What follows belongs to an exercise in optimizing a design on an open flow for small area; a production flow would make more cautious choices. The RTL was checked by simulation tests, not by an equivalence proof against the original design. No activity file was given, so power comes from the tool's default toggle rates.

==> branch pepper: inputs <==
==> flow/design.v (excerpt) <==
module UartCore(
    input   clk,
    input   rst,
        input  [3:0]    AddrBus_i,
        input           n_ChipSelect_i,
        input           n_rd_i,
        input           n_we_i,
        input  [7:0]    DataBus_i,
        output [7:0]    DataBus_o,
        output          p_IrqSig_o,
        input           Rx_i,
        output          Tx_o
    );
export LEC_CHECK = 0
export CAP_MARGIN = 20
export CORE_MARGIN = 2
export CORE_UTILIZATION = 50
export CTS_CLUSTER_DIAMETER = 80
export CTS_CLUSTER_SIZE = 24
export SLEW_MARGIN = 20
export SYNTH_HIERARCHICAL = 1
create_clock -name core_clock -period 10.0 [get_ports {clk}]
standard.sh (not shown) runs the stock make flow with config.mk's settings and CLKGATE_MAP_FILE= SYNTH_SCRIPT=/design/flow/synth_recipe.tcl, a recipe that flattens the netlist after the stock synthesis.
==> flow/flow/run.sh <==
#!/bin/bash
# Layout flow: the standard flow (standard.sh) unchanged except for clock
# tree synthesis, which clusters the register clock pins in groups of at most
# 24 within 80 um (as config.mk also says) and inserts no dummy loads.
# The make output of the whole flow goes to standard_flow.log here; each
# ORFS step keeps its own log under orfs/logs/.
set -euo pipefail
cd "$(dirname "$0")/.."
export CTS_ARGS="-sink_clustering_enable -repair_clock_nets -sink_clustering_size 24 -sink_clustering_max_diameter 80 -dont_use_dummy_load"
bash standard.sh > standard_flow.log 2>&1
==> inputs of branch quartz, as changes to branch pepper <==
--- a/flow/design.v
+++ b/flow/design.v
@@ -554,25 +554,28 @@
             assign fifo_full_w[f]       = full_w;
             assign fifo_nearfull_w[f]   = nearfull_r;
             assign fifo_over_w[f]       = over_r;
             assign fifo_bytes_w[f]      = bytes_r;
             assign fifo_data_w[f]       = out_r;
-            wire [127:1] sel_w;
-            for (g = 1; g <= 127; g = g + 1) begin : dec
-                assign sel_w[g] = (cnt_r == g);
+            wire [128:0]     sel_w;
+            wire [8*129-1:0] vec_w = {8'd0, slot_r, 8'd0};
+            for (g = 0; g < 129; g = g + 1) begin : dec
+                if (g >= 1 && g <= 127)
+                    assign sel_w[g] = (cnt_r == g);
+                else
+                    assign sel_w[g] = 1'b0;
             end
             wire [7:0] rd_data_w;
             for (b = 0; b < 8; b = b + 1) begin : bits
                 wire [42:0] grp_n;
-                for (g = 0; g < 42; g = g + 1) begin : grp
+                for (g = 0; g < 43; g = g + 1) begin : grp
                     Aoi222 u (
-                        .a1(sel_w[3*g+1]), .a2(slot_r[8*(3*g)+b]),
-                        .b1(sel_w[3*g+2]), .b2(slot_r[8*(3*g+1)+b]),
-                        .c1(sel_w[3*g+3]), .c2(slot_r[8*(3*g+2)+b]),
+                        .a1(sel_w[3*g]),   .a2(vec_w[8*(3*g)+b]),
+                        .b1(sel_w[3*g+1]), .b2(vec_w[8*(3*g+1)+b]),
+                        .c1(sel_w[3*g+2]), .c2(vec_w[8*(3*g+2)+b]),
                         .y(grp_n[g]));
                 end
-                assign grp_n[42] = ~(sel_w[127] & slot_r[8*126+b]);
                 assign rd_data_w[b] = ~&grp_n;
             end
             always @(posedge clk) begin
                 if (write_w)
                     slot_r <= {slot_r[8*126-1:0], fifo_din_w[f]};
==> flow/run.sh (new file) <==
#!/bin/bash
# synth_recipe.tcl (not shown) runs the flow's synth.tcl, then flattens the netlist and writes it again
# the make line also repeats each setting of config.mk as NAME=value (left out here)
make -C /OpenROAD-flow-scripts/flow DESIGN_CONFIG=/design/flow/config.mk WORK_HOME=/design/flow/orfs CLKGATE_MAP_FILE= SYNTH_SCRIPT=/design/flow/synth_recipe.tcl finish
- CORE_UTILIZATION: 50 -> 40
removed: flow/flow/run.sh
removed: flow/standard.sh
==> run summary <==
quantity                                                                                  branch quartz       branch pepper
Ratio of routed vias to standard cells                                                             6.11                6.64
Via count of the first global-routing pass                                                        47900               47400
Combinational Power                                                                             2560 uW             2680 uW
# clk buffers                                                                                       165                 119
Final GP Congestion                                                                               0.893               0.933
Status                                                                         timing/DRC/antenna clean  timing/DRC/antenna clean
Total routing resource utilization after global routing                                           0.191               0.239
Syn Area/Cell                                                                                17.6 sq um          17.8 sq um
Crit share post-route                                                                             0.541               0.552
Clock-pin slew reported for the worst setup and hold paths after clock tree synthesis           0.10 ns             0.09 ns
Die height                                                                                       475 um              425 um
Total chip power                                                                               19200 uW            18900 uW
Origin of the critical flop-to-flop path                                               fifo[0].cnt_r[0]   UartControl_r1[2]
Max Fanout on Critical Path                                                                          30                  25
Worst hold path startpoint                                                             shift_TFUL_r1[1]  fifo[0].nearfull_r
Area after DPL                                                                              93100 sq um         91900 sq um
ClkCell Share                                                                                    0.0369              0.0313
Detail Placement HPWL                                                                         149000 um           148000 um
Multi-input gate area in the final layout                                                   17800 sq um         17400 sq um
CTS Buf Count                                                                                       117                 119
Total wire length                                                                             222000 um           220000 um
Layout inverter count without the clock tree                                                        101                 105
Maximum ir drop on the vdd rail                                                                  173 uV              146 uV
Seq/total area                                                                                    0.728               0.741
Met2 wire length                                                                              103000 um           104000 um
Switching power summed over all nets                                                            5140 uW             5010 uW
Arrival time worst endpoint                                                                     6.02 ns             6.10 ns

---

==> v35: inputs <==
Starting RTL as in the previous note.
Design UartCore, start of the top module:
module UartCore(
    input   clk,
    input   rst,
        input  [3:0]    AddrBus_i,
        input           n_ChipSelect_i,
        input           n_rd_i,
        input           n_we_i,
        input  [7:0]    DataBus_i,
        output [7:0]    DataBus_o,
        output          p_IrqSig_o,
        input           Rx_i,
        output          Tx_o
    );
Settings: LEC_CHECK=0, CAP_MARGIN=20, CORE_MARGIN=2, CORE_UTILIZATION=70, CTS_CLUSTER_DIAMETER=80, CTS_CLUSTER_SIZE=24, SLEW_MARGIN=20, SYNTH_HIERARCHICAL=1; clock period 10.0 ns.
run.sh (not shown) runs the stock make flow with config.mk's settings and CLKGATE_MAP_FILE= SYNTH_SCRIPT=/design/flow/synth_recipe.tcl, a recipe that flattens the netlist after the stock synthesis.
Stock flow here: none of the scripts above is used.
==> inputs of v14, as changes to v35 <==
--- a/flow/design.v
+++ b/flow/design.v
@@ -551,31 +551,34 @@
             wire read_w  = ~fifo_n_re_w[f] & ~empty_w;
             wire drop_w  = read_w | (write_w & full_w);
             assign fifo_empty_w[f]      = empty_w;
             assign fifo_full_w[f]       = full_w;
             assign fifo_nearfull_w[f]   = nearfull_r;
             assign fifo_over_w[f]       = over_r;
             assign fifo_bytes_w[f]      = bytes_r;
             assign fifo_data_w[f]       = out_r;
-            wire [127:1] sel_w;
-            for (g = 1; g <= 127; g = g + 1) begin : dec
-                assign sel_w[g] = (cnt_r == g);
+            wire [128:0]     sel_w;
+            wire [8*129-1:0] vec_w = {8'd0, slot_r, 8'd0};
+            for (g = 0; g < 129; g = g + 1) begin : dec
+                if (g >= 1 && g <= 127)
+                    assign sel_w[g] = (cnt_r == g);
+                else
+                    assign sel_w[g] = 1'b0;
             end
             wire [7:0] rd_data_w;
             for (b = 0; b < 8; b = b + 1) begin : bits
                 wire [42:0] grp_n;
-                for (g = 0; g < 42; g = g + 1) begin : grp
+                for (g = 0; g < 43; g = g + 1) begin : grp
                     Aoi222 u (
-                        .a1(sel_w[3*g+1]), .a2(slot_r[8*(3*g)+b]),
-                        .b1(sel_w[3*g+2]), .b2(slot_r[8*(3*g+1)+b]),
-                        .c1(sel_w[3*g+3]), .c2(slot_r[8*(3*g+2)+b]),
+                        .a1(sel_w[3*g]),   .a2(vec_w[8*(3*g)+b]),
+                        .b1(sel_w[3*g+1]), .b2(vec_w[8*(3*g+1)+b]),
+                        .c1(sel_w[3*g+2]), .c2(vec_w[8*(3*g+2)+b]),
                         .y(grp_n[g]));
                 end
-                assign grp_n[42] = ~(sel_w[127] & slot_r[8*126+b]);
                 assign rd_data_w[b] = ~&grp_n;
             end
             always @(posedge clk) begin
                 if (write_w)
                     slot_r <= {slot_r[8*126-1:0], fifo_din_w[f]};
             end
             always @(posedge clk or negedge rst) begin
                 if (!rst) begin
CORE_UTILIZATION = 65   (was 70)
==> comparison <==
In non-clock buffer count, v35 and v14 do not differ. Of v35 and v14, v35 has the higher combinational power (gap about 8%, measured against v14). In v35 the clock skew is lower than in v14, by 0.017 ns. Routed wire length: v35 is smaller than v14 (3.3%). Of v35 and v14, v14 has the higher via count (gap 0.79%, measured against v14). Of v14 and v35, v35 has the higher sequential share of layout area (gap 0.61 points). Between v14 and v35, the lower total power is in v14 (gap about 0.24%, measured against v35). In v35 the worst setup slack is higher than in v14, by 0.13 ns. In critical path depth, v35 and v14 do not differ. Between v14 and v35, the lower global-route usage is in v14 (gap 1.3 points).
==> figures <==
Status: v35 complete, no violations; v14 complete, no violations
Layout inverter count without the clock tree: v35 105; v14 101
First-pass DRT Iterations: v35 15; v14 13
Total of fill cells in the finished design: v35 7237; v14 8736
Well Taps: v35 1650; v14 1781
Critical path arrival: v35 5.93 ns; v14 6.04 ns
Ratio of layout area to synthesized area: v35 1.066x; v14 1.071x
Area of the placeable core: v35 126000 um2; v14 135000 um2
Xor/xnor share of the synthesized area: v35 0.00580; v14 0.00628
Share of layout cells above drive strength 1: v35 0.0722; v14 0.0664
Met1 Wirelength: v35 83.5 mm; v14 90.8 mm
Signal buffers share of area: v35 0.00932; v14 0.00878
GR met2 Demand/Resource: v35 0.478; v14 0.452
Switching share of power: v35 0.269; v14 0.264
Power Combinational: v35 2.76 mW; v14 2.55 mW
Vias in the first global route: v35 47400; v14 47700
Placed wire-length estimate after detailed placement: v35 143 mm; v14 149 mm
Slowest stage cell on the critical path: v35 nor2_2; v14 nor4_4
Post-synthesis adder-cell area fraction: v35 0.0127; v14 0.0126
Highest achievable clock rate: v35 189 MHz; v14 184 MHz
Multi-input gate share of the layout cell area: v35 0.185; v14 0.188

[afterwards: timing with drivers on the ports]
No port has a modelled driver above. Below, the same layouts with a new extraction and two added sets of constraints.
Step 1, drivers: a clkbuf_16 drives clk and a buf_2 each remaining input, both assumed.
Step 2, shift: input delay + t, output delay - t, t = (earliest + latest rising clock arrival at the registers) / 2. This alone moves slack from input paths to output paths.
a / b / c = ideal / step 1 / step 2; a / b = the first two.
run	t (ns)	setup WS [ns]	worst hold slack (ns)	worst setup path after step 2	slew at the worst register clock pin (ns)
branch pepper	0.838	4.480 / 4.540 / 3.703	0.338 / 0.338 / 0.338	input to register	0.10 / 0.10
branch quartz	0.869	4.594 / 4.652 / 3.783	0.350 / 0.350 / 0.350	input to register	0.10 / 0.10
v35	0.843	4.703 / 4.765 / 3.922	0.356 / 0.356 / 0.356	input to register	0.11 / 0.11
v14	0.820	4.572 / 4.627 / 3.807	0.358 / 0.358 / 0.358	input to register	0.10 / 0.10
After both steps every run listed still meets setup and hold. For branch quartz, which loses most, drivers alone change the setup slack by +0.058 ns; drivers and shift together by -0.811 ns.
